Source: an optimization exercise on an open RTL-to-GDS flow (aim: small area). Production flows keep margins and buffers that such runs may drop. Only simulation tests tie the RTL to the original design; equivalence was not proved. The flow treats the clock pin as an ideal source, which a real chip does not have. No activity file was given, so power comes from the tool's default toggle rates.

== trial 88 ==
==> flow/design.v <==
module cpu(input         clk, reset,
           input  [15:0] dataout, instruction,
           output        MemRd, MemWr,
           output [15:0] datain, instrAddr, dataAddr);
  reg  [15:0] pc;                       
  reg  [15:0] ins;                      
  reg         regwrE, memrdE, memwrE;   
  reg         fmeE;
  reg  [1:0]  wbE;
  reg  [2:0]  rdE;
  reg  [15:0] resE, sdE;
  reg         regwrM, memrdM, memwrM;   
  reg  [1:0]  wbM;
  reg  [2:0]  rdM;
  reg  [15:0] aluM, dinM;
  reg  [15:0] r1, r2, r3, r4, r5, r6, r7;
  wire [3:0] op = ins[15:12];
  wire       m  = ins[11];
  wire isAnd  = op == 4'b0000;
  wire isSub  = op == 4'b0010;
  wire isAndi = op == 4'b0100;
  wire isLw   = op == 4'b0101;
  wire isLb   = op == 4'b0110;
  wire isSw   = op == 4'b0111;
  wire isBr   = op[3:2] == 2'b10;
  wire isJc   = op[3:1] == 3'b110;      
  wire isCall = op == 4'b1101;
  wire isRet  = op == 4'b1110;
  wire isSv   = op == 4'b1111;
  wire rtype  = op[3:2] == 2'b00 && op[1:0] != 2'b11;    
  wire itype  = !op[3] && !rtype;                        
  wire regWrD = rtype || (itype && !isSw) || isCall;
  wire memRdD = isLw || isLb;
  wire memWrD = isSw || isSv;
  wire killF  = op[3] && !isSv;
  reg [2:0] rs1, rs2, rd;
  always @(*) begin
    if (isRet)                 rs1 = 3'b111;
    else if (isSv || (isBr && m)) rs1 = 3'b000;
    else if (itype || isBr)    rs1 = ins[7:5];
    else                       rs1 = ins[8:6];
    if (isSv)                  rs2 = ins[11:9];
    else if (itype || isBr)    rs2 = ins[10:8];
    else                       rs2 = ins[5:3];
    if (isCall)                rd = 3'b111;
    else if (itype && !isSw)   rd = ins[10:8];
    else                       rd = ins[11:9];
  end
  function [15:0] rfread(input [2:0] a, input [15:0] x1, x2, x3, x4, x5, x6, x7);
    case (a)
      3'd1: rfread = x1;
      3'd2: rfread = x2;
      3'd3: rfread = x3;
      3'd4: rfread = x4;
      3'd5: rfread = x5;
      3'd6: rfread = x6;
      3'd7: rfread = x7;
      default: rfread = 16'd0;
    endcase
  endfunction
  function [15:0] add16(input [15:0] a, b, input cin);
    integer i;
    reg c;
    begin
      c = cin;
      for (i = 0; i < 16; i = i + 1) begin
        add16[i] = a[i] ^ b[i] ^ c;
        c = (a[i] & b[i]) | (c & (a[i] ^ b[i]));
      end
    end
  endfunction
  function [15:0] pfx16(input [15:0] a, b, input cin);
    integer i, l;
    reg [15:0] g, p, G, P;
    begin
      g = a & b;
      p = a ^ b;
      G = g; P = p;
      G[0] = g[0] | (p[0] & cin);
      for (l = 0; l < 4; l = l + 1)
        for (i = (2 << l) - 1; i < 16; i = i + (2 << l)) begin
          G[i] = G[i] | (P[i] & G[i - (1 << l)]);
          P[i] = P[i] & P[i - (1 << l)];
        end
      for (l = 2; l >= 0; l = l - 1)
        for (i = 3 * (1 << l) - 1; i < 16; i = i + (2 << l)) begin
          G[i] = G[i] | (P[i] & G[i - (1 << l)]);
          P[i] = P[i] & P[i - (1 << l)];
        end
      pfx16 = p ^ {G[14:0], cin};
    end
  endfunction
  wire [15:0] wdM = wbM == 2'b01 ? dataout :
                    wbM[1]       ? {{8{wbM[0] & dataout[7]}}, dataout[7:0]} :
                                   aluM;
  wire e1 = rs1 != 0 && rs1 == rdE && regwrE;
  wire m1 = rs1 != 0 && rs1 == rdM && regwrM;
  wire e2 = rs2 != 0 && rs2 == rdE && regwrE;
  wire m2 = rs2 != 0 && rs2 == rdM && regwrM;
  wire [15:0] A  = e1 ? resE : m1 ? wdM : rfread(rs1, r1, r2, r3, r4, r5, r6, r7);
  wire [15:0] F2 = e2 ? resE : m2 ? wdM : rfread(rs2, r1, r2, r3, r4, r5, r6, r7);
  wire fwdME = memrdE && memWrD && rdE == rdM;
  wire stall = memrdE && (e1 || e2) && !fwdME;
  wire [15:0] imm  = {{11{ins[4] && !isAndi}}, ins[4:0]};
  wire [15:0] B    = itype ? imm : F2;
  wire        sub  = isSub || isBr;
  wire [15:0] sum  = pfx16(A, sub ? ~B : B, sub);
  wire [15:0] res  = isCall ? pc : (isAnd || isAndi) ? (A & B) : sum;
  wire Z = sum == 16'd0;
  wire N = sum[15];
  wire V = (A[15] ^ F2[15]) & (A[15] ^ sum[15]);
  wire taken = isBr && (op[1] ? (Z ^ op[0]) : (op[0] ? (N == V) : (Z || N != V)));
  wire [5:0]  off = {ins[4], ins[4:0]} + 6'b111110;
  wire [15:0] lo2 = add16({10'd0, pc[5:0]}, {14'd0, !killF, 1'b0}, 1'b0);
  wire [15:0] lob = add16({10'd0, pc[5:0]}, {10'd0, off}, 1'b0);
  wire [9:0]  hi  = pc[15:6];
  wire [9:0]  hiInc, hiDec;
  wire [10:0] ci, bi;                    
  assign ci[0] = 1'b1;
  assign bi[0] = 1'b1;
  genvar g;
  generate
    for (g = 0; g < 10; g = g + 1) begin : incdec
      assign hiInc[g]  = hi[g] ^ ci[g];
      assign hiDec[g]  = hi[g] ^ bi[g];
      assign ci[g + 1] = ci[g] & hi[g];
      assign bi[g + 1] = bi[g] & !hi[g];
    end
  endgenerate
  wire [15:0] pc2 = {lo2[6] ? hiInc : hi, lo2[5:0]};
  wire [15:0] bt  = {lob[6] == off[5] ? hi : lob[6] ? hiInc : hiDec, lob[5:0]};
  wire [15:0] pcn = taken ? bt :
                    isJc  ? {pc[15:13], ins[11:0], 1'b0} :
                    isRet ? r7 :
                    pc2;
  always @(negedge clk, posedge reset)
    if (reset) begin
      pc <= 16'd0; ins <= 16'd0;
      regwrE <= 1'b0; memrdE <= 1'b0; memwrE <= 1'b0;
      regwrM <= 1'b0; memrdM <= 1'b0; memwrM <= 1'b0;
    end else begin
      if (!stall) begin
        pc  <= pcn;
        ins <= killF ? 16'd0 : instruction;
      end
      regwrE <= regWrD && !stall;
      memwrE <= memWrD && !stall;
      memrdE <= memRdD;
      regwrM <= regwrE; memrdM <= memrdE; memwrM <= memwrE;
    end
  always @(negedge clk) begin
    rdE  <= rd;
    wbE  <= {isLb, isLw || (isLb && m)};
    resE <= res;
    sdE  <= isSv ? {{7{ins[8]}}, ins[8:0]} : F2;
    fmeE <= memrdE && isSw && rdE == rdM;
    rdM  <= rdE; wbM <= wbE; aluM <= resE;
    dinM <= fmeE ? dataout : sdE;
  end
  always @(negedge clk)
    if (regwrM)
      case (rdM)
        3'd1: r1 <= wdM;
        3'd2: r2 <= wdM;
        3'd3: r3 <= wdM;
        3'd4: r4 <= wdM;
        3'd5: r5 <= wdM;
        3'd6: r6 <= wdM;
        3'd7: r7 <= wdM;
        default: ;
      endcase
  assign instrAddr = pc;
  assign dataAddr  = aluM;
  assign datain    = dinM;
  assign MemWr     = memwrM;
  assign MemRd     = memrdM;
endmodule
export LEC_CHECK = 0
export ABC_AREA = 1
export CAP_MARGIN = 10
export CORE_MARGIN = 2
export CORE_UTILIZATION = 40
export GPL_TIMING_DRIVEN = 0
export SLEW_MARGIN = 10
create_clock -name core_clock -period 20.0 [get_ports {clk}]
standard.sh (not shown) runs the stock make flow with config.mk's settings and CLKGATE_MAP_FILE= SYNTH_SCRIPT=/design/flow/synth_recipe.tcl, a recipe that flattens the netlist after the stock synthesis.
==> flow/flow/run.sh <==
#!/bin/bash
# The standard layout (standard.sh) with these changes, made through ORFS's own
# variables and step hooks:
# - 1x buffers on the ports;
# - before global placement, the combinational logic is mapped again for area
#   (pre_place.tcl);
# - one inverter makes the falling-edge clock (pre_cts.tcl), and the clock tree is built
#   of clkbuf_8 without dummy loads, then resized and the logic sized down (post_cts.tcl).
# Each step's output goes to a log of its own in this folder.
set -euo pipefail
here=$(cd "$(dirname "${BASH_SOURCE[0]}")" && pwd)
export BUFFER_PORTS_ARGS="-buffer_cell sky130_fd_sc_hd__buf_1"
export CTS_ARGS="-sink_clustering_enable -repair_clock_nets -dont_use_dummy_load -buf_list sky130_fd_sc_hd__clkbuf_8 -sink_clustering_size 16 -sink_clustering_max_diameter 60"
export PRE_CTS_TCL="$here/pre_cts.tcl"
export POST_CTS_TCL="$here/post_cts.tcl"
export PRE_GLOBAL_PLACE_TCL="$here/pre_place.tcl"
# the Liberty file restructure maps to: the platform's, less its don't-use cells
dont_use=$(sed -n '/^export DONT_USE_CELLS/,/^$/p' "$FLOW_HOME/platforms/sky130hd/config.mk" | grep -oE 'sky130_fd_sc_hd__[A-Za-z0-9_]+' | tr '\n' ' ')
python3 "$here/filter_lib.py" "$FLOW_HOME/platforms/sky130hd/lib/sky130_fd_sc_hd__tt_025C_1v80.lib" "$PWD/restructure.lib" $dont_use > filter_lib.log 2>&1
export RESTRUCTURE_LIB="$PWD/restructure.lib"
bash standard.sh synth > synth.log 2>&1
bash standard.sh floorplan > floorplan.log 2>&1
bash standard.sh place > place.log 2>&1
bash standard.sh cts > cts.log 2>&1
bash standard.sh finish > finish.log 2>&1
Other scripts of this flow, unchanged in this note and not shown: flow/flow/filter_lib.py, flow/flow/post_cts.tcl, flow/flow/pre_cts.tcl, flow/flow/pre_place.tcl
Trial 88 has completed all stages; timing, DRC and antenna checks passed.
diff inputs: trial 88 => build 63
--- a/flow/design.v
+++ b/flow/design.v
@@ -96,9 +96,9 @@
   wire e1 = rs1 != 0 && rs1 == rdE && regwrE;
   wire m1 = rs1 != 0 && rs1 == rdM && regwrM;
   wire e2 = rs2 != 0 && rs2 == rdE && regwrE;
   wire m2 = rs2 != 0 && rs2 == rdM && regwrM;
-  wire [15:0] A  = e1 ? resE : m1 ? wdM : rfread(rs1, r1, r2, r3, r4, r5, r6, r7);
+  wire [15:0] A  = e1 && !isRet ? resE : m1 && !isRet ? wdM : rfread(rs1, r1, r2, r3, r4, r5, r6, r7);
   wire [15:0] F2 = e2 ? resE : m2 ? wdM : rfread(rs2, r1, r2, r3, r4, r5, r6, r7);
   wire fwdME = memrdE && memWrD && rdE == rdM;
   wire stall = memrdE && (e1 || e2) && !fwdME;
   wire [15:0] imm  = {{11{ins[4] && !isAndi}}, ins[4:0]};
@@ -130,9 +130,9 @@
   wire [15:0] pc2 = {lo2[6] ? hiInc : hi, lo2[5:0]};
   wire [15:0] bt  = {lob[6] == off[5] ? hi : lob[6] ? hiInc : hiDec, lob[5:0]};
   wire [15:0] pcn = taken ? bt :
                     isJc  ? {pc[15:13], ins[11:0], 1'b0} :
-                    isRet ? r7 :
+                    isRet ? A :
                     pc2;
   always @(negedge clk, posedge reset)
     if (reset) begin
       pc <= 16'd0; ins <= 16'd0;
[summary]
Build 63 and trial 88 ended up with nearly the same initial core utilization. Going from trial 88 to build 63, worst-case setup margin in the final layout shrinks by 170 ps. On design area, build 63 and trial 88 are basically level. Final weighted congestion of routability-driven global placement: build 63 < trial 88. Across both runs, post-synthesis cell count was higher for build 63 than for trial 88. In build 63, the wire length per cell after detailed routing came out about 3.6% below the value in trial 88. Diff trial 88 -> build 63: pin slew with the least headroom to its limit shrank by 48 ps; cell area reported after detailed placement grew by 0.94%. In the metrics for build 63 and trial 88, the one carrying the higher synthesized area is build 63. Lower combinational power share goes to trial 88 over build 63. Delta (build 63 minus trial 88): initial antenna violation count decreased 3; core area essentially unchanged.
